What follows belongs to an exercise in optimizing a design on an open flow for small area; a production flow would make more cautious choices. Only simulation tests tie the RTL to the original design; equivalence was not proved. The flow treats the clock pin as an ideal source, which a real chip does not have. Power and IR drop assume default switching activity.

--- flow/design.v ---
module battleship (
    input            clk  ,
    input            rst  ,
    input            start,
    input      [1:0] X    ,
    input      [1:0] Y    ,
    input            pAb  ,
    input            pBb  ,
    output reg [7:0] disp0,
    output reg [7:0] disp1,
    output reg [7:0] disp2,
    output reg [7:0] disp3,
    output reg [7:0] led
  );
  localparam [2:0] T_IN    = 3'd0;  
  localparam [2:0] T_SHOOT = 3'd1;  
  localparam [2:0] T_SHOW  = 3'd2;  
  localparam [2:0] T_ERR   = 3'd3;  
  localparam [2:0] T_SINK  = 3'd4;  
  localparam [2:0] T_WIN   = 3'd5;  
  localparam [2:0] T_NEW   = 3'd6;  
  localparam [2:0] T_IDLE  = 3'd7;  
  reg  [2:0] t;
  reg        p;
  reg  [5:0] cnt;       
  reg  [1:0] wa, wb;    
  reg        sca, scb;  
  reg        ns;        
  reg [15:0] ma, mb;    
  wire       chk = ns;
  wire [3:0] idx  = {X, Y};
  wire       ra   = ma[idx];
  wire       rb   = mb[idx];
  wire       own  = p ? rb : ra;
  wire       oth  = p ? ra : rb;
  wire       btn  = p ? pBb : pAb;
  wire [1:0] myw  = p ? wb : wa;
  wire       mysc = p ? scb : sca;
  wire       done = cnt[5] & cnt[4] & cnt[1] & cnt[0];  
  wire idle  = (t == T_IDLE);
  wire win4  = chk & (myw == 2'd0);
  wire rwin  = (t == T_SINK) & done & win4;         
  wire clr   = idle | rwin;
  wire place = (t == T_IN) & btn & ~own;
  wire hit   = (t == T_SHOOT) & btn & oth;
  wire inc   = place | hit | (t == T_WIN);
  wire count = ~((t == T_IN) | (t == T_SHOOT) | idle);
  wire nz    = wa[0] | wb[0];                       
  always @(posedge clk or posedge rst)
    if (rst) begin
      t <= T_IDLE;
      p <= 1'b0;
    end else begin
      case (t)
        T_IN:
          if (btn) begin
            if (own)
              t <= T_ERR;
            else if (myw == 2'd3) begin
              t <= (p == ns) ? T_SHOW : T_NEW;
              p <= ~p;
            end
          end
        T_SHOOT:
          if (btn) t <= T_SINK;
        T_SHOW, T_ERR:
          if (done) t <= T_IN;
        T_NEW:
          if (done) t <= nz ? T_IN : T_SHOOT;
        T_SINK:
          if (done) begin
            if (win4)
              t <= mysc ? T_WIN : T_NEW;
            else begin
              t <= T_SHOOT;
              p <= ~p;
            end
          end
        T_WIN: ;
        default:  
          if (start) t <= T_SHOW;
      endcase
    end
  wire       wea = btn & (((t == T_IN) & ~p) | ((t == T_SHOOT) & p));
  wire       web = btn & (((t == T_IN) & p) | ((t == T_SHOOT) & ~p));
  wire       v   = (t == T_IN);
  wire [3:0] rxa = ({4{wea}} & (4'b0001 << X)) | {4{clr}};
  wire [3:0] rxb = ({4{web}} & (4'b0001 << X)) | {4{clr}};
  wire [3:0] cy  = (4'b0001 << Y) | {4{clr}};
  integer i;
  always @(posedge clk) begin
    cnt <= (count & ~done) ? {cnt[4:0], ~(cnt[5] ^ cnt[0])} : 6'd0;
    if (idle | ((t == T_NEW) & done)) begin
      wa <= 2'd0;
      wb <= 2'd0;
    end else if (rwin & ~mysc) begin
      wa <= {1'b0, sca | ~p};
      wb <= {1'b0, scb | p};
    end else begin
      if (inc & ~p) wa <= wa + 2'd1;
      if (inc &  p) wb <= wb + 2'd1;
    end
    for (i = 0; i < 16; i = i + 1) begin
      if (rxa[i/4] & cy[i%4]) ma[i] <= v;
      if (rxb[i/4] & cy[i%4]) mb[i] <= v;
    end
    if (idle) begin
      sca <= 1'b0;
      scb <= 1'b0;
      ns  <= 1'b0;
    end else if (rwin) begin
      if (~p) sca <= 1'b1;
      if (p)  scb <= 1'b1;
      ns <= p;
    end else if (t == T_SHOOT)
      ns <= oth;
  end
  function [7:0] dig;
    input [1:0] v;
    case (v)
      2'd0: dig = 8'b00111111;
      2'd1: dig = 8'b00000110;
      2'd2: dig = 8'b01011011;
      default: dig = 8'b01001111;
    endcase
  endfunction
  function [7:0] rot;
    input [1:0] v;
    case (v)
      2'd0: rot = 8'b10000001;
      2'd1: rot = 8'b01000010;
      2'd2: rot = 8'b00100100;
      default: rot = 8'b00011000;
    endcase
  endfunction
  always @(*) begin
    disp0 = 8'b00000000;
    disp1 = 8'b00000000;
    disp2 = 8'b00000000;
    disp3 = 8'b00000000;
    led   = 8'b10011001;
    case (t)
      T_IN, T_SHOOT: begin
        disp0 = dig(Y);
        disp1 = dig(X);
        led   = {~p, 1'b0, wa, wb, 1'b0, p};
      end
      T_SHOW: begin
        disp3 = p ? 8'b01111100 : 8'b01110111;
        led   = {~p, 1'b0, wa, wb, 1'b0, p};
      end
      T_ERR: begin
        disp0 = 8'b00111111;
        disp1 = 8'b01110111;
        disp2 = 8'b01110111;
        disp3 = 8'b01111001;
      end
      T_SINK: begin
        disp0 = (p & win4) ? 8'b00000000 : dig(wb);
        disp1 = 8'b01000000;
        disp2 = (~p & win4) ? 8'b00000000 : dig(wa);
        led   = {8{chk}};
      end
      T_WIN: begin
        disp0 = p ? 8'b01100110 : dig(wb);
        disp1 = 8'b01000000;
        disp2 = p ? dig(wa) : 8'b01100110;
        disp3 = p ? 8'b01111100 : 8'b01110111;
        led   = rot(myw);
      end
      T_NEW: begin
        disp0 = dig(wb);
        disp1 = 8'b01000000;
        disp2 = dig(wa);
      end
      default: begin
        disp0 = 8'b01111001;
        disp1 = 8'b00111000;
        disp2 = 8'b01011110;
        disp3 = 8'b00000110;
      end
    endcase
  end
endmodule
--- flow/flow/run.sh ---
#!/bin/bash
# Standard synthesis, then the combinational logic remapped by ABC for area
# (flip-flops, their cells and names untouched; several randomised runs, the
# smallest kept), then the standard layout with minimum-size port buffers and
# the clock tree's buffers shrunk to what the clock-pin slew allows.
set -euo pipefail
LIB=$FLOW_HOME/platforms/$FLOW_PLATFORM/lib/sky130_fd_sc_hd__tt_025C_1v80.lib
R=orfs/results/$FLOW_PLATFORM/battleship/base
J=${NUM_CORES:-4}

bash standard.sh synth > std_synth.log 2>&1
cp $R/1_2_yosys.v std_1_2_yosys.v

# flatten every combinational cell into logic, keep the flip-flop cells
yosys -l resynth_prep.log -q -p "
read_liberty -ignore_miss_func $LIB
read_verilog std_1_2_yosys.v
hierarchy -top $FLOW_TOP
setattr -mod -set keep_hierarchy 1 sky130_fd_sc_hd__df* sky130_fd_sc_hd__edf*
flatten -wb
opt -purge
write_rtlil resynth_prep.il
"

mkdir -p resynth
run_one() {
  local seed=$1 mapper=$2 tag=$1_$2
  case $mapper in
    map)   m="dch -f; map -a" ;;
    amap)  m="dch -f; amap -F 50 -A 50" ;;
    amapm) m="dch -f; amap -m -F 50 -A 50" ;;
  esac
  printf 'strash\n&get -n\n&deepsyn -T 15 -S %s\n&put\n%s\n' $seed "$m" | tr ';' '\n' > resynth/$tag.abc
  yosys -l resynth/$tag.log -q -p "
read_rtlil resynth_prep.il
select $FLOW_TOP
abc -script resynth/$tag.abc -liberty $LIB -dont_use *lpflow* -dont_use *probe* -dont_use *clkdly* -dont_use *dlygate* -dont_use *dlymetal*
opt_clean -purge
hilomap -singleton -hicell sky130_fd_sc_hd__conb_1 HI -locell sky130_fd_sc_hd__conb_1 LO
splitnets
opt_clean -purge
insbuf -buf sky130_fd_sc_hd__buf_1 A X
opt_clean -purge
write_verilog -noattr -noexpr -nohex -nodec -selected resynth/$tag.v
tee -q -o resynth/$tag.stat stat -liberty $LIB
" || true
}
n=0
for seed in 1 2 3 4 5 6 7 8; do
  for mapper in map amap amapm; do
    run_one $seed $mapper &
    n=$((n+1))
    if (( n % J == 0 )); then wait; fi
  done
done
wait
best=$(for f in resynth/*.stat; do a=$(sed -n "s/.*Chip area for module .*: //p" $f); [[ -n $a && -s ${f%.stat}.v ]] && echo "$a ${f%.stat}.v"; done | sort -n | head -1)
echo "resynthesis results:" > resynth_choice.txt
for f in resynth/*.stat; do echo "$(sed -n "s/.*Chip area for module .*: //p" $f) $f"; done | sort -n >> resynth_choice.txt
echo "chosen: $best" >> resynth_choice.txt
cp ${best#* } resynth.v

cp resynth.v $R/1_2_yosys.v
rm -f $R/1_synth.odb $R/1_synth.sdc

bash standard.sh \
  "BUFFER_PORTS_ARGS=-buffer_cell sky130_fd_sc_hd__buf_1" \
  "CTS_ARGS=-sink_clustering_enable -repair_clock_nets -dont_use_dummy_load -buf_list sky130_fd_sc_hd__clkbuf_8" \
  "POST_CTS_TCL=$PWD/flow/shrink_clock.tcl" \
  finish > std_finish.log 2>&1
--- flow/flow/shrink_clock.tcl ---
# Shrink the clock buffers CTS placed: each leaf buffer becomes the smallest
# clkbuf whose clock-pin slews stay under a target, the root the smallest
# that keeps every leaf within it.
set db [ord::get_db]
set block [ord::get_db_block]
set target [expr {[info exists ::env(CLK_SLEW_TARGET)] ? $::env(CLK_SLEW_TARGET) : 0.110}]
set sizes {sky130_fd_sc_hd__clkbuf_1 sky130_fd_sc_hd__clkbuf_2 sky130_fd_sc_hd__clkbuf_4 sky130_fd_sc_hd__clkbuf_8 sky130_fd_sc_hd__clkbuf_16}
proc sink_slew {} {
  set w 0
  foreach p [get_pins -hierarchical */CLK] {
    foreach s [list [get_property $p slew_max_rise] [get_property $p slew_max_fall]] {
      if {$s > $w} {set w $s}
    }
  }
  return $w
}
set bufs {}
set root ""
foreach inst [$block getInsts] {
  set n [$inst getName]
  if {[string match "clkbuf_*_clk" $n]} {
    if {$n eq "clkbuf_0_clk"} { set root $inst } else { lappend bufs $inst }
  }
}
foreach inst [concat $bufs [list $root]] {
  if {$inst eq ""} continue
  set orig [[$inst getMaster] getName]
  foreach m $sizes {
    $inst swapMaster [$db findMaster $m]
    estimate_parasitics -placement
    if {[sink_slew] <= $target} break
    if {$m eq $orig} break
  }
  puts "clock buffer [$inst getName]: $orig -> [[$inst getMaster] getName]"
}
puts "clock sink slew after shrinking: [sink_slew]"
--- flow/standard.sh ---
#!/bin/bash
# synth_recipe.tcl (not shown) runs the flow's synth.tcl, then flattens the netlist and writes it again
# the make line also repeats each setting of config.mk as NAME=value (left out here)
make -C /OpenROAD-flow-scripts/flow DESIGN_CONFIG=/design/flow/config.mk WORK_HOME=/design/flow/orfs CLKGATE_MAP_FILE= SYNTH_SCRIPT=/design/flow/synth_recipe.tcl "${@:-finish}"
--- flow/config.mk ---
export PLATFORM = sky130hd
export DESIGN_NAME = battleship
export DESIGN_NICKNAME = battleship
export VERILOG_FILES = /design/flow/design.v
export SDC_FILE = /design/flow/constraint.sdc
export NUM_CORES = 4
export LEC_CHECK = 0
export ABC_AREA = 1
export CAP_MARGIN = 20
export CORE_MARGIN = 2
export CORE_UTILIZATION = 60
export SLEW_MARGIN = 20
--- flow/constraint.sdc ---
create_clock -name core_clock -period 10.0 [get_ports {clk}]
set_input_delay 2.0000 -clock core_clock [delete_from_list [all_inputs] [get_ports {clk}]]
set_output_delay 2.0000 -clock core_clock [all_outputs]
set_load 0.01 [all_outputs]
==> results.cfg, run 1 <==
[power]
power.share.clock_pct = 9.7
peakVddDrop_uv = 269.5
p_int_mw = 0.5263
power_frac_comb_pct = 54.4
leakage_nw = 0.9298
switching_power_mw = 0.4822
pwr-share-seq_pct = 35.9
netSwitchingFraction_pct = 47.81
p_total_mw = 1.008
p_per_area_nw_per_um2 = 351.6

[global_routing]
first_global_vias = 2187
grt_usage_pct = 27.28
grt_max_degree = 33
grt.overflow.total = 0
grt_pass1_wl_um = 10300
antenna_found_initial = 0

[floorplan]
die_h_um = 69.59
rows = 23
die_width_um = 69.59
floorplan.initialDensity_pct = 63.61
core_um2 = 4058
die_area_um2 = 4843
io_pins = 49

[critical_path]
end_kind = primary output
path_common_cell = nor2_1
path_cells = clkinv_1 > o22ai_1 > nor2_1 > nand2_1 > nor2_1 > a311oi_1 > clkinv_1 > or3_1 > o211ai_1 > clkinv_1 > nor2_1 > nor2_1 > buf_1
slowest_delay_ns = 0.68
cp.buffers_inverters = 4
cpLargestDelayFamily = buffers and inverters
start_kind = flop
worst-path-max-fanout = 16
required_ns = 8.00
crit_arrival_ns = 3.93
critPathSlowestCell = dfrtp_1
worst-setup-path-type = flop to primary output

[place]
hpwl_um = 4791
finalWeightedCongestion = 0.9427
port_buffers = 44
placed_cell_area_um2 = 2809

[route]
drc = 0
detail_route.vias_per_cell = 6.208
wl_per_cell_um = 16.68
routed_wl_um = 6506
detail-route-antenna-nets = 0
num_vias = 2421
first_iter_violations = 432
drt_pass1_iterations = 5

[yosys]
synth_area_per_cell_um2 = 8.810
syn_inst = 293
ys_warn_count = 1
synth_area_um2 = 2581

[clock_network]
clock_sinks = 49
clkSlewWorstSetupHoldPaths_ns = 0.08
worstSkewPairLatency_ns = 0.57
cts_tree = built

[sta]
drv_slew = 0
max_freq_mhz = 168.5
rsz0062_at_grt = false
relSlewSlack_pct = 49.43
fin_worst_skew_ns = 0.01868
tns_ns = 0
setup_viol = 0
hold_violations = 0
finalWorstPathRequiredPeriod_ns = 5.934
period_share_pct = 59.34
worstMarginPinSlew_ns = 0.7557

[run]
drv_cap = 0

[finish]
postLayoutCellArea_um2 = 2868
fin_nets = 351
drive_gt1_share_pct = 2.647
insertedDiodeCount = 0
syn2layout_area_growth_pct = 11.10
nFillCells = 339

[outcome]
outcome = no timing/DRC/antenna violations

[min_path]
hold_class = flop to flop
## state kept, by name, summed over array words and instances (netlist names)
signal  flops
wb          2
p           1
ma         16
cnt         6
mb         16
ns          1
wa          2
t           3
scb         1
sca         1
## power groups by stage
stage	Combinational (mW)	Sequential (mW)	Clock, mW
floorplan	0.388	0.348	0
global placement	0.532	0.365	0
detailed placement	0.542	0.366	0
global route	0.604	0.369	0.107
finish	0.549	0.362	0.0978
## per-layer routing
layer	global-route usage, %	wire (µm)	up-vias	part of all wire, %
met3	5.814	460	18	7.1
met4	11.33	150	0	2.3
met1	31.50	2431	1113	37
met2	48.82	3463	123	53
li1	-	-	1167	-
met5	0	0	-	0
## final timing paths
kind / startpoint / to / slack (ns) / cells past startpoint
worst min register to register: cnt[4] / cnt[5] / 0.43 / 2
min in group asynchronous: rst / p / 1.26 / 2
max in group asynchronous: rst / t[1] / 8.54 / 2
worst max register to register: p / wb[0] / 6.33 / 14
worst min-delay path: cnt[4] / cnt[5] / 0.43 / 2
worst max-delay path: p / disp0[5] / 4.07 / 13
## cells in the final DEF, fill, tap and decap left out
master / instances
a222oi_1: 8
a21boi_0: 1
o22a_1: 2
nor2b_1: 4
o211ai_1: 2
a21oi_1: 14
nor2_1: 47
dfstp_2: 3
o31ai_1: 1
dfrtp_1: 1
clkbuf_8: 4
edfxtp_1: 32
nand3_1: 3
a32oi_1: 4
o32a_1: 1
a221o_1: 1
clkbuf_1: 1
o22ai_1: 10
o221ai_1: 1
buf_4: 2
or2_0: 3
or3_1: 11
o41ai_1: 1
a311oi_1: 1
o21a_1: 10
o21ai_0: 45
a22oi_1: 1
buf_1: 44
nor4_1: 1
clkinv_1: 42
conb_1: 4
dfxtp_1: 13
nand4_1: 1
nor3_1: 8
o32ai_1: 1
a31oi_1: 2
a211oi_1: 1
nand2_1: 9
## metrics by stage
step | hold slack, ns | instances | setup WS [ns] | utilization [%]
5_1_grt | 0.4480 | 390 | 3.798 | 70.68
3_3_place_gp | 0.4107 | 385 | 4.461 | 69.23
2_1_floorplan | 0.4041 | 296 | 5.065 | -
6_report | 0.4260 | 390 | 4.066 | 70.68
3_5_place_dp | 0.4133 | 385 | 4.274 | 69.23
## area by class of cell
| class | count | area (µm²) | area share [%] |
|---|---|---|---|
| clock buffer | 5 | 58.81 | 2.051 |
| tap | 50 | 62.56 | 2.182 |
| timing repair buffer | 46 | 180.2 | 6.283 |
| sequential | 49 | 1325 | 46.20 |
| inverter | 42 | 157.7 | 5.497 |
| multi-input combinational | 198 | 1084 | 37.78 |
## worst register-to-register path, delay by kind of cell, from the launching register on
| family | cells | cell delay [ns] |
|---|---|---|
| AOI/OAI and AO/OA | 4 | 0.78 |
| buffers and inverters | 4 | 0.84 |
| DFF | 1 | 0.68 |
| and+or+nand+nor | 6 | 1.25 |
==> run 2, diff against run 1 <==
--- a/flow/config.mk
+++ b/flow/config.mk
@@ -11,2 +11,3 @@
 export CORE_UTILIZATION = 60
+export GPL_TIMING_DRIVEN = 0
 export SLEW_MARGIN = 20
==> run 2 against run 1 <==
Register-to-register slack better by 0.06 ns. Maximum frequency is 0.38% higher. Sequential share of layout area is 0.40 points lower. Largest cell class unchanged. Highest routed layer unchanged.
==> results.cfg, run 2 <==
[critical_path]
path_cells = clkinv_1 > o22ai_1 > nor2_1 > nand2_1 > nor2_1 > a311oi_1 > clkinv_1 > or3_1 > o211ai_1 > clkinv_1 > o21ai_0 > buf_1 > buf_1
slowest_delay_ns = 0.70
end_kind = primary output
worst-setup-path-type = flop to primary output
r2r_cells = 14
critPathSlowestCell = dfrtp_1
critPathLaunch = p
path_common_cell = clkinv_1
start_kind = flop
r2r-start = p
required_ns = 8.00
crit_arrival_ns = 3.91
worst-path-max-fanout = 16

[clock_network]
clock_sinks = 49
worstSkewPairLatency_ns = 0.53
clkSlewWorstSetupHoldPaths_ns = 0.08
cts_tree = built

[place]
finalWeightedCongestion = 0.9360
dpl.cell_count = 391
placed_cell_area_um2 = 2840
hpwl_um = 4618
port_buffers = 44

[global_routing]
grtUsageMet2_pct = 48.40
grt_max_degree = 33
met1_usage_pct = 32.72
grt_pass1_wl_um = 10360
busiest_layer = met2
grtUsageMet3_pct = 4.215
antenna_found_initial = 0
grt_usage_pct = 26.92
grt.overflow.total = 0
first_global_vias = 2202

[yosys]
syn_inst = 293
synth_area_um2 = 2581
synth_area_per_cell_um2 = 8.810
ys_warn_count = 1

[power]
leakage_nw = 0.9353
p_per_area_nw_per_um2 = 347.5
peakVddDrop_uv = 244.1
p_total_mw = 1.005

[route]
wl_per_cell_um = 16.01
num_vias = 2404
detail-route-antenna-nets = 0
drc = 0
first_iter_violations = 311
drt_pass1_iterations = 5
routed_wl_um = 6338
detail_route.vias_per_cell = 6.071

[sta]
worstMarginPinSlew_ns = 0.8767
period_share_pct = 59.11
rsz0062_at_grt = false
fin_worst_skew_ns = 0.03879
max_freq_mhz = 169.2
hold_ws_ns = 0.4238
drv_slew = 0
setup_viol = 0
tns_ns = 0
finalWorstPathRequiredPeriod_ns = 5.911
relSlewSlack_pct = 41.29
hold_violations = 0

[floorplan]
die_area_um2 = 4843
floorplan.initialDensity_pct = 63.61
rows = 23
core_um2 = 4058
die_h_um = 69.59
die_width_um = 69.59
io_pins = 49

[finish]
postLayoutCellArea_um2 = 2893
final_common_cell = buf_1
insertedDiodeCount = 0
drive_gt1_share_pct = 2.890
final_cell_mix = buf_1, nor2_1, o21ai_0, clkinv_1, edfxtp_1
syn2layout_area_growth_pct = 12.07
fin_nets = 357
nFillCells = 346
fin_cells = 396
reg_top3 = ma (16), mb (16), cnt (6)

[min_path]
hold_depth = 2
min-delay-start = cnt[4]
hold_class = flop to flop

[run]
drv_cap = 0

[outcome]
outcome = no timing/DRC/antenna violations
[run 2: per-stage QoR]
step / worst slack (ns) / util (%)
after floorplan: 5.065 / -
after global placement: 4.243 / 69.50
after detailed placement: 4.201 / 70.00
after global routing: 3.804 / 71.29
final: 4.089 / 71.29
[run 2: layout make-up]
class                           instances  area [µm²]  area share [%]
Sequential cell                        49        1325           45.80
Multi-Input combinational cell        198        1089           37.63
Timing Repair Buffer                   45       180.2           6.228
Inverter                               42       157.7           5.450
Tap cell                               50       62.56           2.163
Clock buffer                            5       52.55           1.817
Buffer                                  7       26.28          0.9083
[run 2: worst max-delay path: cells and delay by family (launching register included)]
kind,cells,cell delay [ns]
AO/OA/AOI/OAI,4,1.00
AND/OR/NAND/NOR,4,0.65
buffers and inverters,5,1.05
flip-flops,1,0.70
[run 2: path summary, 6_finish.rpt]
kind | end | slack [ns]
worst max-delay path | disp0[3] | 4.09
worst min-delay path | cnt[5] | 0.42
worst max register to register | wb[0] | 6.39
worst min register to register | cnt[5] | 0.42
max in group asynchronous | t[1] | 8.47
min in group asynchronous | p | 1.32
[run 2: per-layer routing]
metal | up-vias | wire (µm)
met3 | 14 | 407
met1 | 1115 | 2505
met5 | - | 0
met2 | 101 | 3317
li1 | 1174 | -
met4 | 0 | 108
[run 2: power breakdown]
part | switching [mW] | total [mW] | leakage (nW) | internal [mW]
sequential | 0.0523 | 0.362 | 0.452 | 0.310
clock | 0.0578 | 0.0904 | 0.0274 | 0.0326
combinational | 0.367 | 0.552 | 0.456 | 0.185
==> run 3, diff against run 2 <==
--- a/flow/design.v
+++ b/flow/design.v
@@ -14,10 +14,10 @@
   );
-  localparam [2:0] T_IN    = 3'd0;  
-  localparam [2:0] T_SHOOT = 3'd1;  
-  localparam [2:0] T_SHOW  = 3'd2;  
-  localparam [2:0] T_ERR   = 3'd3;  
-  localparam [2:0] T_SINK  = 3'd4;  
-  localparam [2:0] T_WIN   = 3'd5;  
-  localparam [2:0] T_NEW   = 3'd6;  
-  localparam [2:0] T_IDLE  = 3'd7;  
+  localparam [2:0] T_IN    = 3'd6;  
+  localparam [2:0] T_SHOOT = 3'd7;  
+  localparam [2:0] T_SHOW  = 3'd1;  
+  localparam [2:0] T_ERR   = 3'd2;  
+  localparam [2:0] T_SINK  = 3'd3;  
+  localparam [2:0] T_WIN   = 3'd4;  
+  localparam [2:0] T_NEW   = 3'd5;  
+  localparam [2:0] T_IDLE  = 3'd0;  
   reg  [2:0] t;
@@ -59,3 +59,3 @@
             else if (myw == 2'd3) begin
-              t <= (p == ns) ? T_SHOW : T_NEW;
+              t <= ns ? T_SHOW : T_NEW;
               p <= ~p;
@@ -109,3 +109,3 @@
       scb <= 1'b0;
-      ns  <= 1'b0;
+      ns  <= 1'b1;
     end else if (rwin) begin
@@ -113,5 +113,7 @@
       if (p)  scb <= 1'b1;
-      ns <= p;
+      ns <= 1'b1;
     end else if (t == T_SHOOT)
       ns <= oth;
+    else if (place & (myw == 2'd3))
+      ns <= 1'b0;
   end
--- a/flow/flow/run.sh
+++ b/flow/flow/run.sh
@@ -48,3 +48,3 @@
 n=0
-for seed in 1 2 3 4 5 6 7 8; do
+for seed in 1 2 3 4 5 6 7 8 9 10 11 12; do
   for mapper in map amap amapm; do
@@ -69,2 +69,3 @@
   "POST_CTS_TCL=$PWD/flow/shrink_clock.tcl" \
+  "PRE_GLOBAL_PLACE_TCL=$PWD/flow/pre_place.tcl" \
   finish > std_finish.log 2>&1
==> flow/flow/pre_place.tcl (new file) <==
# Drop the buffers synthesis inserted for pass-through and duplicated
# outputs before the ports get their own buffers.
remove_buffers
==> run 3 against run 2 <==
Still clean on timing, DRC and antenna. Die area fell by 1.3%. Final cell count decreased by 4.0%. Utilization is 1.1 points lower. Combinational power is 24% lower. Clock-buffer cell count stayed put. Hold slack better by 0.0072 ns. Synthesized cell count decreased by 3.1%. Final area shrank 2.2%. Clock skew fell by 0.010 ns. Critical path type is now input port to primary output. Largest cell class unchanged.
==> results.cfg, run 3 <==
[sta]
hold_violations = 0
relSlewSlack_pct = 38.10
max_freq_mhz = 173.5
drv_slew = 0
fin_worst_skew_ns = 0.02877
rsz0062_at_grt = false
period_share_pct = 57.64
setup_viol = 0
finalWorstPathRequiredPeriod_ns = 5.764
tns_ns = 0
timing.final.ws_setup_ns = 4.236
worstMarginPinSlew_ns = 0.9275

[power]
leakage_nw = 0.8949
p_per_area_nw_per_um2 = 281.1
peakVddDrop_uv = 166.1

[place]
place_ws_ns = 4.252
finalWeightedCongestion = 0.9376
dpl.cell_count = 375
hpwl_um = 4420
port_buffers = 44

[floorplan]
rows = 23
die_width_um = 69.15
die_area_um2 = 4781
core_um2 = 4029
die_h_um = 69.15
floorplan.initialDensity_pct = 63.20
io_pins = 49

[finish]
final_cell_mix = o21ai_0, nor2_1, buf_1, clkinv_1, edfxtp_1
final_util_pct = 70.19
reg_top3 = ma (16), mb (16), cnt (6)
insertedDiodeCount = 0
drive_gt1_share_pct = 2.121
final_common_cell = o21ai_0
fin_nets = 341
syn2layout_area_growth_pct = 11.06
fin_cells = 380

[global_routing]
antenna_found_initial = 0
grtUsageMet3_pct = 4.532
grt_pass1_wl_um = 10410
grt_usage_pct = 27.08
met1_usage_pct = 41.72
first_global_vias = 2136
grt_max_degree = 33
grt.overflow.total = 0
grtUsageMet2_pct = 39.42
busiest_layer = met1

[run]
drv_cap = 0

[route]
drc = 0
drt_pass1_iterations = 7
detail_route.vias_per_cell = 6.263
routed_wl_um = 6177
first_iter_violations = 365
num_vias = 2380
wl_per_cell_um = 16.26
detail-route-antenna-nets = 0

[clock_network]
clock_sinks = 49
cts_tree = built
worstSkewPairLatency_ns = 0.52
clkSlewWorstSetupHoldPaths_ns = 0.09

[critical_path]
worst-path-max-fanout = 11
start_kind = input port
rrSetupSlack_ns = 6.57
critPathLaunch = X[0]
r2r-start = p
crit_end = disp1[0]
required_ns = 8.00
worst_r2r_endpoint = mb[0]
worst-setup-path-type = input port to primary output
r2r_cells = 7
end_kind = primary output
crit_arrival_ns = 3.76

[yosys]
syn_inst = 284
synth_area_per_cell_um2 = 8.965
synth_area_um2 = 2546
ys_warn_count = 1

[min_path]
hold_class = flop to flop

[outcome]
outcome = no timing/DRC/antenna violations
==> run 3: through the flow <==
stage               cell area, µm²  power (mW)  hold WS (ns)
floorplan                     2557      0.5758        0.4041
global placement              2759      0.6984        0.4155
detailed placement            2775      0.7061        0.4161
global route                  2828      0.8601        0.4582
finish                        2828      0.7949        0.4310
==> run 3: worst min-delay path by stage <==
stage	end	slack, ns	startpoint	cells after the start
5_1_grt	cnt[5]	0.46	cnt[4]	2
2_1_floorplan	cnt[2]	0.40	cnt[1]	2
6_report	cnt[2]	0.43	cnt[1]	2
3_5_place_dp	cnt[2]	0.42	cnt[1]	2
3_3_place_gp	cnt[2]	0.42	cnt[1]	2
==> run 3: layout make-up <==
type	count	area (µm²)
clock buffers	5	52.55
fillers	362	1201
inverters	34	127.6
multi-input cells	197	1087
flip-flops and latches	49	1321
well taps	50	62.56
repair buffers	45	176.4
==> run 3: metal layers <==
layer,up-vias,share of wire [%]
met4,0,1.5
met5,-,0
li1,1140,-
met2,94,45
met1,1137,47
met3,9,6.5
==> run 3: report_power, final <==
part	internal (mW)	switching, mW
Clock	0.0326	0.0566
Combinational	0.148	0.270
Sequential	0.250	0.0373
Total	0.431	0.364
==> run 3: critical path, stage by stage <==
cell and delay, ns:
buf_1 0.16, clkinv_1 0.11, nor2_1 0.54, clkinv_1 0.51
o21a_1 0.31, buf_1 0.13
==> run 4, diff against run 3 <==
--- a/flow/design.v
+++ b/flow/design.v
@@ -31,6 +31,12 @@
   wire [3:0] idx  = {X, Y};
-  wire       ra   = ma[idx];
-  wire       rb   = mb[idx];
-  wire       own  = p ? rb : ra;
-  wire       oth  = p ? ra : rb;
+  wire       clr;
+  wire       wea, web;
+  wire [3:0] rxa = ({4{wea}} & (4'b0001 << X)) | {4{clr}};
+  wire [3:0] rxb = ({4{web}} & (4'b0001 << X)) | {4{clr}};
+  wire [3:0] cy  = (4'b0001 << Y) | {4{clr}};
+  wire [15:0] dea = {{4{rxa[3]}} & cy, {4{rxa[2]}} & cy, {4{rxa[1]}} & cy, {4{rxa[0]}} & cy};
+  wire [15:0] deb = {{4{rxb[3]}} & cy, {4{rxb[2]}} & cy, {4{rxb[1]}} & cy, {4{rxb[0]}} & cy};
+  wire       rd   = |(ma & dea) | |(mb & deb);
+  wire       own  = rd;
+  wire       oth  = rd;
   wire       btn  = p ? pBb : pAb;
@@ -42,3 +48,3 @@
   wire rwin  = (t == T_SINK) & done & win4;         
-  wire clr   = idle | rwin;
+  assign clr = idle | rwin;
   wire place = (t == T_IN) & btn & ~own;
@@ -83,8 +89,5 @@
     end
-  wire       wea = btn & (((t == T_IN) & ~p) | ((t == T_SHOOT) & p));
-  wire       web = btn & (((t == T_IN) & p) | ((t == T_SHOOT) & ~p));
+  assign     wea = btn & (((t == T_IN) & ~p) | ((t == T_SHOOT) & p));
+  assign     web = btn & (((t == T_IN) & p) | ((t == T_SHOOT) & ~p));
   wire       v   = (t == T_IN);
-  wire [3:0] rxa = ({4{wea}} & (4'b0001 << X)) | {4{clr}};
-  wire [3:0] rxb = ({4{web}} & (4'b0001 << X)) | {4{clr}};
-  wire [3:0] cy  = (4'b0001 << Y) | {4{clr}};
   integer i;
@@ -103,4 +106,4 @@
     for (i = 0; i < 16; i = i + 1) begin
-      if (rxa[i/4] & cy[i%4]) ma[i] <= v;
-      if (rxb[i/4] & cy[i%4]) mb[i] <= v;
+      if (dea[i]) ma[i] <= v;
+      if (deb[i]) mb[i] <= v;
     end
==> run 4 against run 3 <==
Clock-buffer cell count is the same. Still clean on timing, DRC and antenna. First-iteration DRC count is 48% lower. Die area decreased by 2.4%. Critical path type unchanged. Sequential share of layout area is 0.95 points higher. Clock power rose by 7.5%. Hold slack got worse by 0.023 ns. Maximum frequency increased by 16%. Non-clock buffer count unchanged. Combinational power fell by 38%. Total power down 22%. Synthesized cell count increased by 6.3%. Critical endpoint is now disp0[3]. Sequential cell count did not move. Largest power group is now registers.
==> results.cfg, run 4 <==
[finish]
final_common_cell = nor2_1
reg_top3 = ma (16), mb (16), cnt (6)
postLayoutCellArea_um2 = 2771
fin_nets = 359
syn2layout_area_growth_pct = 11.64
final_cell_mix = nor2_1, buf_1, clkinv_1, nand2_1, edfxtp_1
insertedDiodeCount = 0
drive_gt1_share_pct = 2.586

[place]
hpwl_um = 4471
placed_cell_area_um2 = 2713
finalWeightedCongestion = 0.9793
port_buffers = 44

[critical_path]
required_ns = 8.00
worst-path-max-fanout = 5
crit_arrival_ns = 2.96
end_kind = primary output
worst-setup-path-type = input port to primary output
start_kind = input port

[run]
drv_cap = 0

[sta]
fin_worst_skew_ns = 0.01933
worstMarginPinSlew_ns = 0.7556
setup_viol = 0
relSlewSlack_pct = 49.63
period_share_pct = 49.60
drv_slew = 0
hold_violations = 0
finalWorstPathRequiredPeriod_ns = 4.960
rsz0062_at_grt = false
max_freq_mhz = 201.6
tns_ns = 0

[power]
peakVddDrop_uv = 161.8
leakage_nw = 0.9674
p_per_area_nw_per_um2 = 223.1
p_total_mw = 0.6184

[global_routing]
first_global_vias = 2003
antenna_found_initial = 0
grt.overflow.total = 0
grt_pass1_wl_um = 9142
grt_max_degree = 25
grt_usage_pct = 26.78

[route]
detail-route-antenna-nets = 0
num_vias = 2310
wl_per_cell_um = 14.52
routed_wl_um = 5780
drt_pass1_iterations = 5
detail_route.vias_per_cell = 5.804
first_iter_violations = 189
drc = 0

[floorplan]
die_area_um2 = 4668
die_width_um = 68.32
rows = 23
io_pins = 49
floorplan.initialDensity_pct = 62.06
die_h_um = 68.32
core_um2 = 4000

[clock_network]
clock_sinks = 49
clkSlewWorstSetupHoldPaths_ns = 0.08
worstSkewPairLatency_ns = 0.51
cts_tree = built

[yosys]
ys_warn_count = 1
synth_area_um2 = 2482
syn_inst = 302
synth_area_per_cell_um2 = 8.220

[min_path]
hold_class = flop to flop

[outcome]
outcome = no timing/DRC/antenna violations
-- run 4: final cells by class --
class | count | area (µm²)
Clock buffer | 5 | 58.81
Fill cell | 337 | 1229
Inverter | 36 | 135.1
Multi-Input combinational cell | 213 | 1013
Sequential cell | 49 | 1321
Tap cell | 50 | 62.56
Timing Repair Buffer | 45 | 180.2
-- run 4: path summary, 6_finish.rpt --
path,from,end,slack (ns),cells after the start
max,Y[0],disp0[3],5.04,5
min,cnt[3],cnt[4],0.41,2
max reg2reg,p,wb[1],5.16,17
min reg2reg,cnt[3],cnt[4],0.41,2
max in group asynchronous,rst,t[0],8.56,2
min in group asynchronous,rst,p,1.32,2
-- run 4: critical path, cell delays in order --
cell     delay, ns
buf_1         0.17
o21ai_0       0.11
a31oi_1       0.32
o21ai_0       0.19
buf_1         0.16
-- run 4: where the power goes --
group | switching (mW) | internal [mW] | total (mW)
clock network | 0.0591 | 0.0368 | 0.0959
registers | 0.0262 | 0.236 | 0.262
logic | 0.181 | 0.0792 | 0.260
-- run 4: metrics by stage --
stage / setup slack, ns / hold slack [ns] / utilization [%] / cells
after global placement: 4.806 / 0.3903 / 67.38 / 392
after floorplan: 5.225 / 0.3884 / - / 305
after global routing: 4.629 / 0.4293 / 69.28 / 398
after detailed placement: 4.766 / 0.4022 / 67.81 / 393
final: 5.040 / 0.4081 / 69.28 / 398
-- run 4: layer usage --
layer	routed length, µm	up-vias	GRT usage (%)
li1	-	1130	-
met1	2399	1053	32.91
met2	2876	108	45.15
met3	329	19	4.934
met4	175	0	13.00
met5	0	-	0
==> run 5, diff against run 4 <==
--- a/flow/design.v
+++ b/flow/design.v
@@ -14,9 +14,9 @@
   );
-  localparam [2:0] T_IN    = 3'd6;  
-  localparam [2:0] T_SHOOT = 3'd7;  
-  localparam [2:0] T_SHOW  = 3'd1;  
-  localparam [2:0] T_ERR   = 3'd2;  
-  localparam [2:0] T_SINK  = 3'd3;  
-  localparam [2:0] T_WIN   = 3'd4;  
-  localparam [2:0] T_NEW   = 3'd5;  
+  localparam [2:0] T_IN    = 3'd4;  
+  localparam [2:0] T_SHOOT = 3'd1;  
+  localparam [2:0] T_SHOW  = 3'd5;  
+  localparam [2:0] T_ERR   = 3'd6;  
+  localparam [2:0] T_SINK  = 3'd2;  
+  localparam [2:0] T_WIN   = 3'd3;  
+  localparam [2:0] T_NEW   = 3'd7;  
   localparam [2:0] T_IDLE  = 3'd0;  
@@ -91,3 +91,3 @@
   assign     web = btn & (((t == T_IN) & p) | ((t == T_SHOOT) & ~p));
-  wire       v   = (t == T_IN);
+  wire       v   = t[2];
   integer i;
--- a/flow/config.mk
+++ b/flow/config.mk
@@ -12,2 +12,3 @@
 export GPL_TIMING_DRIVEN = 0
+export PLACE_DENSITY = 0.85
 export SLEW_MARGIN = 20
==> run 5 against run 4 <==
Area after synthesis increased by 0.15%. Non-clock buffer count decreased by 1. First-iteration DRC count increased by 76%. Sequential share of layout area increased by 0.35 points. Register-to-register slack got worse by 0.37 ns. Largest cell class unchanged. Sequential cell count unchanged. Hold slack improved by 0.018 ns. Clock power decreased by 5.5%. Total power increased by 61%. Global-route usage decreased by 0.093 points.
==> results.cfg, run 5 <==
[outcome]
outcome = no timing/DRC/antenna violations

[global_routing]
grt_usage_pct = 26.68
first_global_vias = 1980
grt_max_degree = 36
grt.overflow.total = 0
grt_pass1_wl_um = 9080
antenna_found_initial = 0

[sta]
tns_ns = 0
setup_viol = 0
max_freq_mhz = 159.0
hold_ws_ns = 0.4262
fin_worst_skew_ns = 0.02756
finalWorstPathRequiredPeriod_ns = 6.289
period_share_pct = 62.89
worstMarginPinSlew_ns = 0.9082
relSlewSlack_pct = 39.45
hold_violations = 0
drv_slew = 0
rsz0062_at_grt = false

[finish]
fin_cells = 379
insertedDiodeCount = 0
final_cell_mix = nor2_1, buf_1, clkinv_1, edfxtp_1, o21ai_0
drive_gt1_share_pct = 1.216
reg_top3 = ma (16), mb (16), cnt (6)
fin_nets = 340
final_common_cell = nor2_1
postLayoutCellArea_um2 = 2751
syn2layout_area_growth_pct = 10.67
final_util_pct = 68.78

[yosys]
synth_area_per_cell_um2 = 8.754
synth_area_um2 = 2486
ys_warn_count = 1
syn_inst = 284

[floorplan]
die_area_um2 = 4674
die_h_um = 68.37
io_pins = 49
floorplan.initialDensity_pct = 62.15
die_width_um = 68.37
core_um2 = 4000
rows = 23

[clock_network]
clock_sinks = 49
cts_tree = built
worstSkewPairLatency_ns = 0.56
clkSlewWorstSetupHoldPaths_ns = 0.08

[route]
detail_route.vias_per_cell = 5.958
detail-route-antenna-nets = 0
first_iter_violations = 332
num_vias = 2258
wl_per_cell_um = 15.02
routed_wl_um = 5692
drt_pass1_iterations = 5
drc = 0

[critical_path]
end_kind = primary output
worst-setup-path-type = flop to primary output
required_ns = 8.00
start_kind = flop
worst-path-max-fanout = 35
crit_arrival_ns = 4.29

[place]
port_buffers = 44
placed_cell_area_um2 = 2699
finalWeightedCongestion = 0.8950
dpl.cell_count = 374
hpwl_um = 4309

[min_path]
hold_class = flop to flop

[power]
peakVddDrop_uv = 215.3
p_per_area_nw_per_um2 = 362.1
leakage_nw = 0.9458

[run]
drv_cap = 0
## run 5: power breakdown
part	total (mW)	internal (mW)	switching, mW	leakage (nW)
Combinational	0.582	0.186	0.397	0.472
Clock	0.0906	0.0326	0.0580	0.0274
Sequential	0.324	0.274	0.0493	0.447
## run 5: final timing paths
path	slack (ns)	start	cells past startpoint	endpoint
max reg2reg	4.79	t[2]	15	wa[1]
max	3.71	t[2]	13	disp2[5]
min	0.43	cnt[1]	2	cnt[2]
min reg2reg	0.43	cnt[1]	2	cnt[2]
min in group asynchronous	1.29	rst	2	t[0]
max in group asynchronous	8.59	rst	2	t[1]
## run 5: layout make-up
class / instances / area (µm²)
repair buffers: 44 / 165.2
flip-flops and latches: 49 / 1321
well taps: 50 / 62.56
fillers: 344 / 1249
multi-input cells: 196 / 1018
inverters: 35 / 131.4
clock buffers: 5 / 52.55
## run 5: layer usage
metal	vias up	GRT usage, %	part of all wire [%]
li1	1111	-	-
met1	1029	35.85	41
met2	106	42.35	49
met3	12	5.099	7.7
met4	0	11.00	1.8
met5	-	0	0
## run 5: critical path: stages, from the launching register on
cell	delay, ns
dfrtp_1	0.94
clkinv_1	0.40
o21ai_0	0.72
o21ai_0	0.28
nand2_1	0.23
clkinv_1	0.10
a21oi_1	0.19
o21a_1	0.22
nor2_1	0.08
nor2_1	0.09
nor2_1	0.08
nor2_1	0.21
nor2_1	0.07
buf_1	0.13
## run 5: per-stage QoR
| step | setup slack [ns] | power, mW |
|---|---|---|
| 6_report | 3.711 | 0.9964 |
| 3_3_place_gp | 4.457 | 0.8951 |
| 3_5_place_dp | 4.376 | 0.9031 |
| 5_1_grt | 3.261 | 1.092 |
| 2_1_floorplan | 4.827 | 0.7234 |
==> run 6, diff against run 5 <==
--- a/flow/config.mk
+++ b/flow/config.mk
@@ -12,3 +12,2 @@
 export GPL_TIMING_DRIVEN = 0
-export PLACE_DENSITY = 0.85
 export SLEW_MARGIN = 20
==> run 6 against run 5 <==
Clock-buffer cell count unchanged. Final area unchanged. Critical path depth unchanged. Clock power increased by 2.6%. Total power increased by 0.68%. Area after synthesis unchanged. Still clean. Register-to-register slack got worse by 0.09 ns. Largest cell class unchanged. Synthesized cell count unchanged. Non-clock buffer count unchanged. Combinational power about the same. Clock skew about the same.
==> results.cfg, run 6 <==
[global_routing]
grt_max_degree = 36
antenna_found_initial = 0
grt_pass1_wl_um = 9549
grt.overflow.total = 0
grt_usage_pct = 27.66
first_global_vias = 2145

[route]
detail_route.vias_per_cell = 6.084
num_vias = 2306
top_layer = met4
first_iter_violations = 256
wl_per_cell_um = 15.83
routed_wl_um = 5998
met1Wirelength_um = 2376
wl_met3_um = 460
drt_pass1_iterations = 5
detail-route-antenna-nets = 0
wl_met2_um = 3055
drc = 0

[finish]
reg_top3 = ma (16), mb (16), cnt (6)
syn2layout_area_growth_pct = 10.67
fin_cells = 379
final_common_cell = nor2_1
postLayoutCellArea_um2 = 2751
drive_gt1_share_pct = 1.216
nFillCells = 324
insertedDiodeCount = 0
final_cell_mix = nor2_1, buf_1, clkinv_1, edfxtp_1, o21ai_0
fin_nets = 340
final_util_pct = 68.78

[run]
drv_cap = 0

[clock_network]
cts_tree = built
clkSlewWorstSetupHoldPaths_ns = 0.09
worstSkewPairLatency_ns = 0.59
clock_sinks = 49

[power]
peakVddDrop_uv = 201.4
leakage_nw = 0.9458
p_total_mw = 1.003
p_per_area_nw_per_um2 = 364.6

[floorplan]
core_um2 = 4000
die_area_um2 = 4674
io_pins = 49
rows = 23
die_width_um = 68.37
floorplan.initialDensity_pct = 62.15
die_h_um = 68.37

[sta]
tns_ns = 0
relSlewSlack_pct = 36.89
rsz0062_at_grt = false
finalWorstPathRequiredPeriod_ns = 6.337
fin_worst_skew_ns = 0.02746
period_share_pct = 63.37
worstMarginPinSlew_ns = 0.9467
max_freq_mhz = 157.8
setup_viol = 0
hold_violations = 0
drv_slew = 0

[critical_path]
rrSetupSlack_ns = 4.70
end_kind = primary output
worst-setup-path-type = flop to primary output
worst-path-max-fanout = 35
required_ns = 8.00
worst_r2r_endpoint = wa[1]
start_kind = flop
crit_arrival_ns = 4.34
r2r-start = t[2]
r2r_cells = 15

[min_path]
hold_class = flop to flop
min-delay-start = cnt[1]
min_to = cnt[2]
hold_depth = 2

[place]
placed_cell_area_um2 = 2699
hpwl_um = 4573
finalWeightedCongestion = 0.8435
port_buffers = 44
dpl.cell_count = 374

[outcome]
outcome = no timing/DRC/antenna violations

[yosys]
synth_area_per_cell_um2 = 8.754
synth_area_um2 = 2486
ys_warn_count = 1
syn_inst = 284
run 6: power by group:
part / leakage (nW) / internal [mW] / total [mW] / switching (mW)
clock: 0.0274 / 0.0326 / 0.0930 / 0.0604
sequential: 0.447 / 0.274 / 0.325 / 0.0504
combinational: 0.472 / 0.186 / 0.585 / 0.400
run 6: worst max-delay path by stage:
stage | from | end | slack [ns] | cells past startpoint
finish | t[2] | disp2[3] | 3.66 | 13
global route | t[2] | disp2[0] | 3.10 | 13
global placement | t[2] | disp2[5] | 4.39 | 13
floorplan | t[2] | disp0[3] | 4.83 | 10
detailed placement | t[2] | disp2[3] | 4.34 | 13
run 6: critical path, stage by stage, from the launching register on:
cell and delay, ns:
dfrtp_1 0.97, clkinv_1 0.42, o21ai_0 0.75, o21ai_0 0.27, nand2_1 0.23, clkinv_1 0.11
a21oi_1 0.19, o21a_1 0.21, nor2_1 0.07, nor2_1 0.09, nor2_1 0.07, nor2_1 0.21
nor2_1 0.06, buf_1 0.13
run 6: final cells by class:
cell class,instances,area (µm²),area share [%]
inverter,35,131.4,4.775
timing repair buffer,44,165.2,6.003
clock buffer,5,52.55,1.910
multi-input combinational,196,1018,37.02
sequential,49,1321,48.02
tap,50,62.56,2.274
run 6: through the flow:
| stage | hold slack [ns] | setup slack (ns) |
|---|---|---|
| floorplan | 0.4041 | 4.827 |
| global placement | 0.4146 | 4.389 |
| detailed placement | 0.4258 | 4.342 |
| global route | 0.4646 | 3.097 |
| finish | 0.4412 | 3.663 |
run 6: per-layer routing:
layer | GRT usage [%] | vias to the layer above
li1 | - | 1106
met1 | 33.58 | 1069
met2 | 48.79 | 122
met3 | 6.086 | 9
met4 | 8.500 | 0
met5 | 0 | -
==> run 7, diff against run 6 <==
--- a/flow/config.mk
+++ b/flow/config.mk
@@ -10,4 +10,5 @@
 export CORE_MARGIN = 2
-export CORE_UTILIZATION = 60
+export CORE_UTILIZATION = 80
 export GPL_TIMING_DRIVEN = 0
+export PLACE_DENSITY = 0.85
 export SLEW_MARGIN = 20
==> run 7 against run 6 <==
Clock power rose by 2.3%. Area after synthesis did not move. Synthesized cell count did not move. Critical path depth did not move. Final cell count fell by 4.5%. Via count rose by 15%. First-iteration DRC count rose by 90%. Critical endpoint is now disp2[5]. Largest power group unchanged.
==> results.cfg, run 7 <==
[sta]
tns_ns = 0
rsz0062_at_grt = false
fin_worst_skew_ns = 0.03472
drv_slew = 0
worstMarginPinSlew_ns = 0.9912
setup_viol = 0
relSlewSlack_pct = 33.92
max_freq_mhz = 148.4
period_share_pct = 67.39
hold_violations = 0
finalWorstPathRequiredPeriod_ns = 6.739

[place]
placed_cell_area_um2 = 2678
hpwl_um = 4794
port_buffers = 44
dpl.cell_count = 357
finalWeightedCongestion = 0.9134

[yosys]
syn_inst = 284
synth_area_um2 = 2486
synth_area_per_cell_um2 = 8.754
ys_warn_count = 1

[critical_path]
crit_end = disp2[5]
cpLargestDelayFamily = compound AO/OA/AOI/OAI gates
worst-path-max-fanout = 35
start_kind = flop
path_common_cell = nor2_1
critPathSlowestCell = dfrtp_1
slowest_delay_ns = 1.01
path_cells = clkinv_1 > o21ai_0 > o21ai_0 > nand2_1 > clkinv_1 > a21oi_1 > o21a_1 > nor2_1 > nor2_1 > nor2_1 > nor2_1 > nor2_1 > buf_1
critPathLaunch = t[2]
path_depth = 13
r2r-start = t[2]
end_kind = primary output
rrSetupSlack_ns = 4.25
worst_r2r_endpoint = wb[1]
required_ns = 8.00
crit_arrival_ns = 4.74
r2r_cells = 15
cp.buffers_inverters = 3
worst-setup-path-type = flop to primary output

[route]
routed_wl_um = 7296
num_vias = 2650
wl_per_cell_um = 20.15
detail_route.vias_per_cell = 7.320
first_iter_violations = 486
detail-route-antenna-nets = 0
drt_pass1_iterations = 8
drc = 0

[floorplan]
io_pins = 49
core_um2 = 3003
die_h_um = 59.75
rows = 20
die_area_um2 = 3569
die_width_um = 59.75
floorplan.initialDensity_pct = 82.79

[clock_network]
worstSkewPairLatency_ns = 0.61
clock_sinks = 49
clkSlewWorstSetupHoldPaths_ns = 0.10
cts_tree = built

[global_routing]
grt.overflow.total = 0
grt_usage_pct = 41.74
antenna_found_initial = 0
first_global_vias = 2341
grt_pass1_wl_um = 10830
grt_max_degree = 36

[finish]
fin_nets = 340
reg_top3 = ma (16), mb (16), cnt (6)
final_cell_mix = nor2_1, buf_1, clkinv_1, edfxtp_1, o21ai_0
final_common_cell = nor2_1
insertedDiodeCount = 0
final_util_pct = 90.92
drive_gt1_share_pct = 1.216
postLayoutCellArea_um2 = 2730
nFillCells = 136
fin_cells = 362
syn2layout_area_growth_pct = 9.814

[run]
drv_cap = 0

[outcome]
outcome = no timing/DRC/antenna violations

[power]
peakVddDrop_uv = 276.4
leakage_nw = 0.9458
p_per_area_nw_per_um2 = 385.9

[min_path]
hold_class = flop to flop
==> run 7: cell counts in the layout (fill, tap and decap cells not counted) <==
Identical to the previous run, type by type.
==> run 7: worst min path at each step <==
| stage | depth (start not counted) | startpoint | slack, ns | endpoint |
|---|---|---|---|---|
| global route | 2 | cnt[1] | 0.44 | cnt[2] |
| detailed placement | 2 | cnt[1] | 0.42 | cnt[2] |
| floorplan | 2 | cnt[1] | 0.40 | cnt[2] |
| global placement | 2 | cnt[1] | 0.41 | cnt[2] |
| finish | 2 | cnt[1] | 0.43 | cnt[2] |
==> run 7: where the power goes <==
part	leakage (nW)	switching (mW)	internal, mW
combinational	0.472	0.445	0.186
clock	0.0274	0.0625	0.0326
sequential	0.447	0.0535	0.275
==> run 7: stage by stage <==
step                total power [mW]  hold slack (ns)  setup slack, ns
floorplan                     0.7234           0.4041            4.827
global placement              0.8858           0.4091            4.395
finish                         1.053           0.4318            3.261
detailed placement            0.9104           0.4159            4.207
global route                   1.100           0.4401            2.899
==> run 7: worst min-delay path, delay by kind of cell, from the launching register on <==
kind                   cells  cell delay, ns
buffers and inverters      1            0.05
and+or+nand+nor            1            0.04
DFF                        1            0.31
==> run 7: per-layer routing <==
metal	share of wire, %	vias up	GRT usage, %
met1	33	1144	49.64
li1	-	1110	-
met5	0	-	0
met4	7.6	0	20.00
met3	13	87	11.90
met2	47	309	69.41
==> run 7: layout make-up <==
type,count,area (µm²),share of cell area [%]
well taps,33,41.29,1.512
flip-flops and latches,49,1321,48.40
repair buffers,44,165.2,6.049
multi-input cells,196,1018,37.31
clock buffers,5,52.55,1.925
inverters,35,131.4,4.812
==> run 8, diff against run 7 <==
--- a/flow/flow/run.sh
+++ b/flow/flow/run.sh
@@ -32,3 +32,3 @@
   esac
-  printf 'strash\n&get -n\n&deepsyn -T 15 -S %s\n&put\n%s\n' $seed "$m" | tr ';' '\n' > resynth/$tag.abc
+  printf 'strash\n&get -n\n&deepsyn -T 20 -S %s\n&put\n%s\n' $seed "$m" | tr ';' '\n' > resynth/$tag.abc
   yosys -l resynth/$tag.log -q -p "
@@ -48,4 +48,4 @@
 n=0
-for seed in 1 2 3 4 5 6 7 8 9 10 11 12; do
-  for mapper in map amap amapm; do
+for seed in 1 2 3 4 5 6 7 8 9 10 11 12 13 14 15 16; do
+  for mapper in amap map; do
     run_one $seed $mapper &
--- a/flow/config.mk
+++ b/flow/config.mk
@@ -10,5 +10,4 @@
 export CORE_MARGIN = 2
-export CORE_UTILIZATION = 80
+export CORE_UTILIZATION = 60
 export GPL_TIMING_DRIVEN = 0
-export PLACE_DENSITY = 0.85
 export SLEW_MARGIN = 20
==> run 8 against run 7 <==
Largest power group unchanged. Highest routed layer unchanged. Combinational power is 7.1% lower. Maximum frequency is 6.3% higher. Synthesized cell count stayed put. Clock-buffer cell count stayed put.
==> results.cfg, run 8 <==
[sta]
fin_worst_skew_ns = 0.02746
finalWorstPathRequiredPeriod_ns = 6.337
setup_viol = 0
relSlewSlack_pct = 36.89
rsz0062_at_grt = false
max_freq_mhz = 157.8
drv_slew = 0
tns_ns = 0
period_share_pct = 63.37
hold_violations = 0
worstMarginPinSlew_ns = 0.9467
timing.final.ws_setup_ns = 3.663

[finish]
final_util_pct = 68.78
drive_gt1_share_pct = 1.216
fin_nets = 340
fin_cells = 379
final_common_cell = nor2_1
final_cell_mix = nor2_1, buf_1, clkinv_1, edfxtp_1, o21ai_0
nFillCells = 324
seqCellArea_um2 = 1321
syn2layout_area_growth_pct = 10.67
insertedDiodeCount = 0
multiInputGateArea_um2 = 1018
reg_top3 = ma (16), mb (16), cnt (6)

[place]
finalWeightedCongestion = 0.8435
dpl.cell_count = 374
hpwl_um = 4573
port_buffers = 44
place_ws_ns = 4.342

[global_routing]
grt_pass1_wl_um = 9549
antenna_found_initial = 0
grt_usage_pct = 27.66
grt_max_degree = 36
grt.overflow.total = 0
first_global_vias = 2145

[power]
p_total_mw = 1.003
p_per_area_nw_per_um2 = 364.6
peakVddDrop_uv = 201.4
leakage_nw = 0.9458

[route]
routed_wl_um = 5998
drc = 0
detail-route-antenna-nets = 0
num_vias = 2306
wl_per_cell_um = 15.83
detail_route.vias_per_cell = 6.084
first_iter_violations = 256
drt_pass1_iterations = 5

[critical_path]
end_kind = primary output
path_cells = clkinv_1 > o21ai_0 > o21ai_0 > nand2_1 > clkinv_1 > a21oi_1 > o21a_1 > nor2_1 > nor2_1 > nor2_1 > nor2_1 > nor2_1 > buf_1
worst-path-max-fanout = 35
rrSetupSlack_ns = 4.70
r2r_cells = 15
worst-setup-path-type = flop to primary output
worst_r2r_endpoint = wa[1]
crit_arrival_ns = 4.34
r2r-start = t[2]
slowest_delay_ns = 0.97
critPathSlowestCell = dfrtp_1
start_kind = flop
required_ns = 8.00
path_common_cell = nor2_1

[yosys]
ys_warn_count = 1
synth_area_per_cell_um2 = 8.754
syn_inst = 284
synth_area_um2 = 2486

[outcome]
outcome = no timing/DRC/antenna violations

[floorplan]
core_um2 = 4000
floorplan.initialDensity_pct = 62.15
die_h_um = 68.37
rows = 23
io_pins = 49
die_area_um2 = 4674
die_width_um = 68.37

[run]
drv_cap = 0

[min_path]
hold_class = flop to flop
hold_depth = 2
min-delay-start = cnt[1]
min_to = cnt[2]

[clock_network]
clock_sinks = 49
cts_tree = built
worstSkewPairLatency_ns = 0.59
clkSlewWorstSetupHoldPaths_ns = 0.09
-- run 8: cell counts in the layout (fill, tap and decap cells not counted) --
No cell type changed its count.
-- run 8: area by class of cell --
type	instances	area share (%)
flip-flops and latches	49	48.02
multi-input cells	196	37.02
repair buffers	44	6.003
inverters	35	4.775
well taps	50	2.274
clock buffers	5	1.910
-- run 8: worst max-delay path by stage --
stage,startpoint,end,slack [ns],cells after the start
6_report,t[2],disp2[3],3.66,13
3_5_place_dp,t[2],disp2[3],4.34,13
3_3_place_gp,t[2],disp2[5],4.39,13
2_1_floorplan,t[2],disp0[3],4.83,10
5_1_grt,t[2],disp2[0],3.10,13
-- run 8: per-stage QoR --
stage / area (µm²) / hold slack (ns)
floorplan: 2497 / 0.4041
global placement: 2699 / 0.4146
detailed placement: 2699 / 0.4258
global route: 2751 / 0.4646
finish: 2751 / 0.4412
-- run 8: power breakdown --
part | leakage [nW] | internal (mW) | switching (mW)
sequential | 0.447 | 0.274 | 0.0504
combinational | 0.472 | 0.186 | 0.400
clock | 0.0274 | 0.0326 | 0.0604
-- run 8: critical path: cells and delay by family, from the launching register on --
| family | cells | cell delay [ns] |
|---|---|---|
| AOI/OAI and AO/OA | 4 | 1.42 |
| buffers and inverters | 3 | 0.66 |
| DFF | 1 | 0.97 |
| and+or+nand+nor | 6 | 0.73 |
-- run 8: layer usage --
metal	vias up	GRT usage, %	wire length [µm]
li1	1106	-	-
met1	1069	33.58	2376
met2	122	48.79	3055
met3	9	6.086	460
met4	0	8.500	105
met5	-	0	0
==> run 9, diff against run 8 <==
--- a/flow/design.v
+++ b/flow/design.v
@@ -15,9 +15,9 @@
   localparam [2:0] T_IN    = 3'd4;  
-  localparam [2:0] T_SHOOT = 3'd1;  
-  localparam [2:0] T_SHOW  = 3'd5;  
-  localparam [2:0] T_ERR   = 3'd6;  
-  localparam [2:0] T_SINK  = 3'd2;  
+  localparam [2:0] T_SHOOT = 3'd0;  
+  localparam [2:0] T_SHOW  = 3'd6;  
+  localparam [2:0] T_ERR   = 3'd7;  
+  localparam [2:0] T_SINK  = 3'd1;  
   localparam [2:0] T_WIN   = 3'd3;  
-  localparam [2:0] T_NEW   = 3'd7;  
-  localparam [2:0] T_IDLE  = 3'd0;  
+  localparam [2:0] T_NEW   = 3'd5;  
+  localparam [2:0] T_IDLE  = 3'd2;  
   reg  [2:0] t;
--- a/flow/flow/run.sh
+++ b/flow/flow/run.sh
@@ -32,3 +32,3 @@
   esac
-  printf 'strash\n&get -n\n&deepsyn -T 20 -S %s\n&put\n%s\n' $seed "$m" | tr ';' '\n' > resynth/$tag.abc
+  printf 'strash\n&get -n\n&deepsyn -T 15 -S %s\n&put\n%s\n' $seed "$m" | tr ';' '\n' > resynth/$tag.abc
   yosys -l resynth/$tag.log -q -p "
@@ -48,4 +48,4 @@
 n=0
-for seed in 1 2 3 4 5 6 7 8 9 10 11 12 13 14 15 16; do
-  for mapper in amap map; do
+for seed in 1 2 3 4 5 6 7 8 9 10 11 12; do
+  for mapper in map amap amapm; do
     run_one $seed $mapper &
==> run 9 against run 8 <==
Utilization is 0.069 points lower. Die area decreased by 0.72%. Area after synthesis down 0.75%. Critical path depth decreased by 4. Non-clock buffer count unchanged. Sequential cell count unchanged. Highest routed layer unchanged. Via count down 1.3%. Final area fell by 0.82%. Sequential power down 13%. Total power shrank 35%. Global-route usage grew 0.63 points. Largest cell class unchanged.
==> results.cfg, run 9 <==
[floorplan]
rows = 23
core_um2 = 3971
io_pins = 49
die_width_um = 68.13
die_area_um2 = 4641
floorplan.initialDensity_pct = 62.13
die_h_um = 68.13

[route]
detail_route.vias_per_cell = 6.182
wl_per_cell_um = 16.62
first_iter_violations = 281
detail-route-antenna-nets = 0
drt_pass1_iterations = 5
drc = 0
routed_wl_um = 6117
num_vias = 2275

[clock_network]
clkSlewWorstSetupHoldPaths_ns = 0.07
cts_tree = built
worstSkewPairLatency_ns = 0.39
clock_sinks = 49

[power]
p_total_mw = 0.6560
p_per_area_nw_per_um2 = 240.4
leakage_nw = 0.8337
peakVddDrop_uv = 172.3

[global_routing]
grt_usage_pct = 28.30
grt_max_degree = 42
grt.overflow.total = 0
busiest_layer = met2
grt_pass1_wl_um = 9646
antenna_found_initial = 0
grtUsageMet3_pct = 6.579
grtUsageMet2_pct = 47.82
met1_usage_pct = 35.37
first_global_vias = 2040

[yosys]
synth_area_per_cell_um2 = 9.038
synth_area_um2 = 2467
syn_inst = 273
ys_warn_count = 1

[critical_path]
crit_arrival_ns = 3.26
worst_r2r_endpoint = wa[1]
r2r-start = p
required_ns = 8.00
worst-path-max-fanout = 14
end_kind = primary output
rrSetupSlack_ns = 4.82
start_kind = flop
r2r_cells = 17
worst-setup-path-type = flop to primary output

[run]
drv_cap = 0

[finish]
final_common_cell = nor2_1
final_cell_mix = nor2_1, buf_1, clkinv_1, edfxtp_1, o21ai_0
final_util_pct = 68.71
postLayoutCellArea_um2 = 2729
fin_nets = 329
insertedDiodeCount = 0
reg_top3 = ma (16), mb (16), cnt (6)
drive_gt1_share_pct = 2.201
syn2layout_area_growth_pct = 10.60
fin_cells = 368

[min_path]
min-delay-start = cnt[1]
hold_depth = 2
min_to = cnt[2]
hold_class = flop to flop

[outcome]
outcome = no timing/DRC/antenna violations

[sta]
timing.final.ws_setup_ns = 4.737
hold_violations = 0
worstMarginPinSlew_ns = 0.8006
drv_slew = 0
max_freq_mhz = 190.0
tns_ns = 0
period_share_pct = 52.63
hold_ws_ns = 0.4215
rsz0062_at_grt = false
fin_worst_skew_ns = 0.03737
setup_viol = 0
relSlewSlack_pct = 46.62
finalWorstPathRequiredPeriod_ns = 5.263

[place]
port_buffers = 44
finalWeightedCongestion = 0.9323
place_ws_ns = 4.382
dpl.cell_count = 363
hpwl_um = 4604
placed_cell_area_um2 = 2680
==> run 9: layout make-up <==
type | instances | area, µm²
flip-flops and latches | 49 | 1324
fillers | 343 | 1242
multi-input cells | 188 | 1010
repair buffers | 44 | 165.2
inverters | 32 | 120.1
well taps | 50 | 62.56
clock buffers | 5 | 47.55
==> run 9: metal layers <==
metal	vias up	share of wire, %
li1	1087	-
met4	0	2.1
met1	1050	39
met2	119	51
met5	-	0
met3	19	7.8
==> run 9: worst max-delay path by stage <==
stage / end / startpoint / depth (start not counted)
global placement: wa[1] / t[2] / 17
floorplan: disp2[5] / t[2] / 8
finish: disp2[5] / p / 9
detailed placement: wa[1] / t[2] / 17
global route: wa[1] / p / 17
==> run 9: power breakdown <==
| group | switching [mW] | leakage, nW | total (mW) | internal [mW] |
|---|---|---|---|---|
| Clock | 0.0561 | 0.0277 | 0.0860 | 0.0299 |
| Combinational | 0.192 | 0.436 | 0.285 | 0.0932 |
| Sequential | 0.0358 | 0.370 | 0.284 | 0.249 |
| Total | 0.284 | 0.834 | 0.656 | 0.372 |
==> run 9: worst max-delay path, stage by stage, from the launching register on <==
cell and delay [ns]:
dfrtp_1 0.61, clkinv_1 0.48, o22ai_1 0.46, nor3_1 0.13, clkinv_1 0.13, a22oi_1 0.10, o21ai_0 0.45, o21a_1 0.21
a21boi_0 0.17, buf_1 0.17

-- re-timing with driven ports --
How much do the figures lean on ideal ports? The routed layouts below were timed once more, with nothing changed but the port constraints. Step 1, drivers: a clkbuf_16 drives clk and a buf_2 each remaining input, both assumed. Step 2 also shifts input and output timing later by t, the mid clock arrival at the registers, as if the neighbouring blocks saw the same clock. a / b / c = no drivers / after step 1 / after step 2; a / b = the first two.
run | t (ns) | setup WS [ns] | worst setup path after step 2 | worst data-port slew with drivers (ns)
run 1 | 0.589 | 4.066 / 4.038 / 4.257 | input to output | 0.03
run 2 | 0.530 | 4.089 / 4.065 / 4.140 | input to output | 0.03
run 3 | 0.534 | 4.236 / 4.210 / 4.210 | input to output | 0.03
run 4 | 0.530 | 5.040 / 5.013 / 4.675 | input to register | 0.03
run 5 | 0.571 | 3.711 / 3.684 / 4.255 | register to output | 0.04
run 6 | 0.596 | 3.663 / 3.638 / 4.234 | register to output | 0.04
run 7 | 0.613 | 3.261 / 3.237 / 3.849 | register to output | 0.03
run 8 | 0.596 | 3.663 / 3.638 / 4.234 | register to output | 0.04
run 9 | 0.396 | 4.737 / 4.713 / 4.541 | input to register | 0.04
After both steps setup and hold are still met in every run listed. For run 4, which loses most, drivers alone change the setup slack by -0.027 ns; drivers and shift together by -0.365 ns.
